What follows belongs to an exercise in optimizing a design on an open flow for small area, a short achievable clock period and few clock cycles; a production flow would make more cautious choices.
Only simulation tests tie the RTL to the original design; equivalence was not proved.
No activity file was given, so power comes from the tool's default toggle rates.

==> flow/design.v <==
`timescale 1ns/1ps
module dut (
    input clk,
    input rst,
    input start,
    input [7:0] a,
    input [7:0] b,
    output reg [7:0] y,
    output reg ready
);
    wire [2:0] L = a[2:0];
    wire [3:0] H = a[6:3];
    wire [5:0] L2 = L * L;
    wire [3:0] P = H * L;                  
    wire ge24  = b[4] & b[3];
    wire hi216 = b[5] | ge24;              
    wire c2 = b[7] | b[6];                 
    wire c1 = b[7] ? (b[6] & hi216)        
                   : (~b[6] & (b[5] | b[4] | b[3]));    
    wire z00 = b[5] | (ge24 & (b[2] | (b[1] & b[0])))
             | (~(b[5] | b[4] | b[3]) & (b[2] | b[1] | b[0]));
    wire z01 = b[5] & ge24 & b[2] & (b[1] | b[0]);
    wire c0 = b[7] ? ~(b[6] & hi216) : (b[6] ? z01 : z00);
    wire [5:0] lo = L2 + {3'd0, c2, c1, c0};
    wire [3:0] hi = P + {a[3], 2'b00} + {2'b00, lo[5:4]};
    always @(posedge clk) begin
        y     <= {hi, lo[3:0]};
        ready <= start & ~rst;
    end
endmodule
==> flow/config.mk <==
export PLATFORM = sky130hd
export DESIGN_NAME = dut
export DESIGN_NICKNAME = dut
export VERILOG_FILES = /design/flow/design.v
export SDC_FILE = /design/flow/constraint.sdc
export NUM_CORES = 4
export LEC_CHECK = 0
export CAP_MARGIN = 20
export CORE_AREA = 3 3 61 61
export DIE_AREA = 0 0 64 64
export SETUP_SLACK_MARGIN = 3.0
export SLEW_MARGIN = 20
==> flow/constraint.sdc <==
create_clock -name core_clock -period 5.0 [get_ports {clk}]
set_input_delay 1.0000 -clock core_clock [delete_from_list [all_inputs] [get_ports {clk}]]
set_output_delay 1.0000 -clock core_clock [all_outputs]
set_load 0.01 [all_outputs]
standard.sh (not shown) runs the stock make flow with config.mk's settings and CLKGATE_MAP_FILE= SYNTH_SCRIPT=/design/flow/synth_recipe.tcl, a recipe that flattens the netlist after the stock synthesis.
==> flow/flow/run.sh <==
#!/bin/bash
# The standard ORFS layout (standard.sh) with three changes:
#  - synthesis maps the logic with flow/map.abc (see flow/mysynth.tcl);
#  - no full-adder extraction (ADDER_MAP_FILE empty), so ABC sees all logic;
#  - the port buffers are plain buf_1 cells.
set -euo pipefail
here=$(pwd)
bash standard.sh "SYNTH_SCRIPT=$here/flow/mysynth.tcl" ADDER_MAP_FILE= \
  "BUFFER_PORTS_ARGS=-buffer_cell sky130_fd_sc_hd__buf_1" finish > standard_flow.log 2>&1
==> flow/flow/map.abc <==
strash
&get -n
&deepsyn -J 1000
&put
if -g
strash
&get -n
&dch
&nf -p
&put
topo
stime -c
==> flow/flow/mysynth.tcl <==
# The standard synthesis script (synth_recipe.tcl), with ORFS's ABC mapping
# script replaced by flow/map.abc.
set my_abc_script [file join [file dirname [file normalize [info script]]] map.abc]
proc synth {args} { yosys synth -nofsm -noshare {*}$args }
proc abc {args} {
  set i [lsearch -exact $args -script]
  if { $i >= 0 } { lset args [expr {$i + 1}] $::my_abc_script }
  yosys abc {*}$args
}
source $::env(SCRIPTS_DIR)/synth.tcl
# left out here: clear keep_hierarchy, flatten, clean up, hide names made inside functions, write 1_2_yosys.v
Testbench counts at the start, summed over its fixed seeds: cycles 768.
Change:
==> flow/flow/map.abc (replaced) <==
strash
&get -n
&deepsyn -J 1000
&put
dch
map -a
topo
stime -c
- SETUP_SLACK_MARGIN: 3.0 -> 3.1
Outcome:
- The changed run produced a clean layout
- sequential power stays flat
- via count grows by about 5.4%
- clock-buffer cell count stays the same
- non-clock buffer count stays the same
- routed wire length grows by about 9%
- cell area grows by about 20%
- maximum frequency shrinks by 2.9%
- worst hold slack loses 0.011 ns
- utilization grows by 4.3 points
- first-iteration DRC count shrinks by about 44%
Change:
==> flow/flow/map.abc (replaced) <==
strash
&get -n
&deepsyn -J 1000
&put
dch
map
topo
stime -c
Via count increases by 14%.
Maximum frequency increases by 7.8%.
Wire length decreases by 3.8%.

========
## build 49
Starts from the design.v that is shown in full above.
clock: 5.0 ns
lec_check: 0
cap_margin: 20
core_area: 3 3 61 61
die_area: 0 0 64 64
setup_slack_margin: 3.2
slew_margin: 20
==> flow/flow/map.abc <==
strash
&get -n
&deepsyn -J 1000
&put
if -g
strash
dch
map
topo
stime -c
Scripts as last shown in full above: flow/flow/run.sh, flow/flow/mysynth.tcl
Both conditions hold for build 49: the flow ran to the end and the final layout passed the timing, design-rule and antenna checks.
Testbench counts of build 49, summed over its fixed seeds: cycles 768.
> inputs changed (build 49 -> build 62)
# build 49
export LEC_CHECK = 0
export CAP_MARGIN = 20
export CORE_AREA = 3 3 61 61
export DIE_AREA = 0 0 64 64
export SETUP_SLACK_MARGIN = 3.2
export SLEW_MARGIN = 20
create_clock -name core_clock -period 5.0 [get_ports {clk}]
# build 62
export LEC_CHECK = 0
export CAP_MARGIN = 20
export CORE_AREA = 3 3 61 61
export DIE_AREA = 0 0 64 64
export SETUP_SLACK_MARGIN = 3.0
export SLEW_MARGIN = 20
create_clock -name core_clock -period 5.0 [get_ports {clk}]
Findings:
- Via-per-instance ratio went down slightly going from build 49 to build 62.
- Summary of build 62 over build 49: routed wire length fell by 6 microns; count of fill cells added during filler insertion rose by 0.55%; sequential fraction of design power rose by 0.5 points.
- Fmax | build 62 below build 49
- Side by side, routed length on met3 turned out lower in build 62 than in build 49.
- Via count delta for build 62 relative to build 49: about 1.8% lower
- Looking at the reports, build 62 completed the entire flow and the layout it produced met the timing, design-rule and antenna checks.
- In the metrics for build 49 and build 62, the one carrying the higher final critical path time including I/O delays and setup is build 62.
- Reported for build 49 and build 62, total global routing track utilization turned out identical to the last digit.
- Setup slack of the critical path after layout (lower): build 62
- Build 62 vs build 49: post-route standard cell area excluding fillers down
## Diff of input files: build 47 against build 62
# build 62
export LEC_CHECK = 0
export CAP_MARGIN = 20
export CORE_AREA = 3 3 61 61
export DIE_AREA = 0 0 64 64
export SETUP_SLACK_MARGIN = 3.0
export SLEW_MARGIN = 20
create_clock -name core_clock -period 5.0 [get_ports {clk}]
# build 47
export LEC_CHECK = 0
export CAP_MARGIN = 20
export CORE_AREA = 3 3 61 61
export DIE_AREA = 0 0 64 64
export SETUP_SLACK_MARGIN = 3.1
export SLEW_MARGIN = 20
create_clock -name core_clock -period 5.0 [get_ports {clk}]
--- a/flow/flow/map.abc
+++ b/flow/flow/map.abc
@@ -7,2 +7,4 @@
-dch
-map
+&get -n
+&dch
+&nf -p
+&put
## What came out
| sequential group share of total power | build 62 vs build 47 | ≈ equal |. The run with more routed wire is build 62, not build 47. Delta (build 47 minus build 62): proportion of cell area occupied by multi-input gates +4.7 points, effective utilization at floorplan -1.7 points, area after synthesis -about 9%, worst hold slack across all endpoints +0.012 ns, length of the first detailed-routing pass in iterations -2. a[1] as the beginning of the critical path was reported by build 62, and a[4] by build 47.
Here is what was changed in the inputs of build 43 compared with build 47.
--- a/flow/flow/map.abc
+++ b/flow/flow/map.abc
@@ -7,4 +7,2 @@
-&get -n
-&dch
-&nf -p
-&put
+dch
+map
Notes after the runs:
Build 43: all stages complete, timing, DRC and antenna checks passed. Build 47 leaves less setup margin than build 43. Build 43 ends up with a slew at the pin closest to its max-slew limit that is 0.026 ns higher than in build 47. Summary — layout-stage area growth over the synthesis result, build 43 relative to build 47: lower, by 6.1 points. Sort build 43 and build 47 by number of instances resized during post-cts repair asc -> top: build 43. NOTE post-layout total power build 47->build 43 decreased slightly. Against build 47, build 43 reports a wire length on met1 that is higher. Summary — synthesized cell count, build 43 relative to build 47: higher, by 24. The clock-buffer cell count of build 47 and that of build 43 are within noise of each other. [compare] base=build 47 new=build 43: final area went up; biggest cell delay along the critical path went down.

========
== job 2188 ==
Starts from the design.v that is shown in full above.
export LEC_CHECK = 0
export CAP_MARGIN = 0
export CORE_AREA = 3 3 61 61
export DIE_AREA = 0 0 64 64
export SETUP_SLACK_MARGIN = 3.1
export SLEW_MARGIN = 0
create_clock -name core_clock -period 5.0 [get_ports {clk}]
==> flow/flow/map.abc <==
strash
&get -n
&deepsyn -J 1000
&put
if -g
strash
&get -n
&dch
&nf -p
&put
topo
stime -c
Scripts as last shown in full above: flow/flow/run.sh, flow/flow/mysynth.tcl
Testbench counts of job 2188, summed over its fixed seeds: cycles 768.
### job 2188 -> job 986
Settings: CAP_MARGIN: 0 -> 20; SLEW_MARGIN: 0 -> 20; SETUP_SLACK_MARGIN: 3.1 -> 3.15.
[summary]
Compared with job 2188, job 986 shows minimum period implied by the final worst setup slack higher by 7.8 ps.
Critical path's slowest cell: sky130_fd_sc_hd__o311ai_2 -> job 986, sky130_fd_sc_hd__or2_0 -> job 2188
[compare] base=job 2188 new=job 986: clock group share of total power moved down; cell-internal power rose 0.48%.
Compared job 986 against job 2188; global-route usage within noise.
Job 986 finished every stage and its layout cleared the timing, design-rule and antenna checks.
Edits applied to the flow inputs when going from job 986 to job 5569:
Settings: SETUP_SLACK_MARGIN changed from 3.15 to 3.2.
--- outcome ---
When the final numbers for job 5569 and job 986 were put side by side, the sequential share of layout area turned out to be smaller in job 5569.
On relative max-transition margin, the lower figure sits with job 986, not job 5569.
Part of the cycle the worst path needs for job 5569 is lower than for job 986.
Across both runs, number of filler instances in the final layout was higher for job 5569 than for job 986.
Job 5569 | status: complete | timing, DRC, antenna: pass
Min transition at the pin with the smallest max-transition slack across job 5569 and job 986: job 5569
When job 5569 is set beside job 986, its layout overhead on the synthesized area turns out to be 3.5 points larger.
The via count of job 5569 was inferior to that of job 986.
What job 5569 reported for total met3 wirelength after detailed routing has to be multiplied by 0.895 to get the figure for job 986.

========
Another version of the RTL of dut (not shown whole).
For scale: about 9 flip-flops, about 560 um2 of cells after synthesis.
export LEC_CHECK = 0
export CAP_MARGIN = 20
export CORE_AREA = 3 3 61 61
export DIE_AREA = 0 0 64 64
export SETUP_SLACK_MARGIN = 3.2
export SLEW_MARGIN = 20
create_clock -name core_clock -period 5.0 [get_ports {clk}]
==> flow/flow/map.abc <==
strash
&get -n
&deepsyn -J 1000
&put
dch
map
topo
stime -c
Scripts as last shown in full above: flow/flow/run.sh, flow/flow/mysynth.tcl
Testbench counts at the start, summed over its fixed seeds: cycles 768.
Then changed:
Settings changed: SETUP_SLACK_MARGIN 3.2 to 3.0.
The changed run finished clean.
Power goes down by a few percent.
Wire length decreases slightly.
Setup slack is worse by 0.11 ns.
First-iteration DRC count went up by roughly a tenth.
Combinational power came out lower by about a fifth.
Global-route usage is higher by 0.62 points.
Via count is lower slightly.
Cell area went down by roughly a tenth.
Area after synthesis is unchanged.
Then changed:
Settings changed: PLACE_DENSITY set to 0.9, SETUP_SLACK_MARGIN 3.0 to 3.1.
Result:
- The new run produced a clean layout
- critical path depth stays the same
- wire length grows by 6.1%
- via count increases by 5.5%
- maximum frequency came out higher by 3.2%
- setup slack is better by 0.058 ns
Then changed:
==> flow/flow/map.abc (replaced) <==
strash
&get -n
&deepsyn -J 1000
&put
if -g
strash
dch
map
topo
stime -c
Settings changed: PLACE_DENSITY 0.9 to unset.
=>
- wire length is lower by 13%
- final cell count falls by 1.9%
- power decreases by 1.1%
- global-route usage rose by 0.19 points
- core utilization fell by 0.64 points
- sequential cell count is unchanged
- area after synthesis decreases by 0.45%
- count of clock-buffer cells in the layout stays the same
Then changed:
==> flow/flow/map.abc (replaced) <==
strash
&get -n
&deepsyn -T 30
&put
if -g
strash
dch
map
topo
stime -c
Settings changed: SETUP_SLACK_MARGIN 3.1 to 3.6.
Effect: Setup slack improves by 0.061 ns; synthesized cell count stays the same; design area came out higher by about 30%; total power goes up by 12%; utilization increases by 7.2 points; global-route usage increases by 0.99 points; routed wire length went up by about 19%; cell count came out higher by 5.2%; via count increases by 6.5%.

## separate check: timing with driven ports
No port has a modelled driver above. Below, the same layouts with a new extraction and two added sets of constraints.
Step 1: set_driving_cell puts a clkbuf_16 on clk and a buf_2 on each other input, an assumption about the parent block.
Step 2 times the ports against the registers' clock, not the clock port: input delays grow and output delays shrink by t, the midpoint of the rising clock arrivals with the driver on.
a / b / c = no drivers / after step 1 / after step 2; a / b = the first two.
| run | t, ns | setup WS [ns] | latest minus earliest clock arrival (ns) |
|---|---|---|---|
| the first run of note 1 | 0.267 | 3.125 / 3.121 / 2.855 | 0.002 / 0.001 |
| the second run of note 1 | 0.264 | 3.069 / 3.059 / 2.795 | 0.000 / 0.000 |
| the third run of note 1 | 0.271 | 3.208 / 3.198 / 2.928 | 0.002 / 0.003 |
| build 49 | 0.263 | 3.308 / 3.289 / 3.069 | 0.000 / 0.000 |
| build 62 | 0.263 | 3.162 / 3.155 / 2.892 | 0.000 / 0.000 |
| build 47 | 0.262 | 3.232 / 3.227 / 2.965 | 0.004 / 0.004 |
| build 43 | 0.263 | 3.277 / 3.272 / 3.009 | 0.000 / 0.000 |
| job 2188 | 0.262 | 3.232 / 3.227 / 2.965 | 0.004 / 0.004 |
| job 986 | 0.262 | 3.225 / 3.218 / 2.956 | 0.005 / 0.005 |
| job 5569 | 0.268 | 3.246 / 3.242 / 2.974 | 0.000 / 0.001 |
| the first run of note 4 | 0.265 | 3.245 / 3.240 / 2.976 | 0.005 / 0.005 |
| the second run of note 4 | 0.274 | 3.132 / 3.125 / 2.851 | 0.006 / 0.006 |
| the third run of note 4 | 0.268 | 3.190 / 3.181 / 2.913 | 0.005 / 0.006 |
| the fourth run of note 4 | 0.265 | 3.146 / 3.140 / 2.875 | 0.001 / 0.002 |
| the fifth run of note 4 | 0.271 | 3.207 / 3.166 / 2.896 | 0.002 / 0.003 |
After both steps setup and hold are still met in every run listed. The setup slack of the fifth run of note 4, which loses most, moves by -0.041 ns with the drivers and by -0.311 ns with both steps.
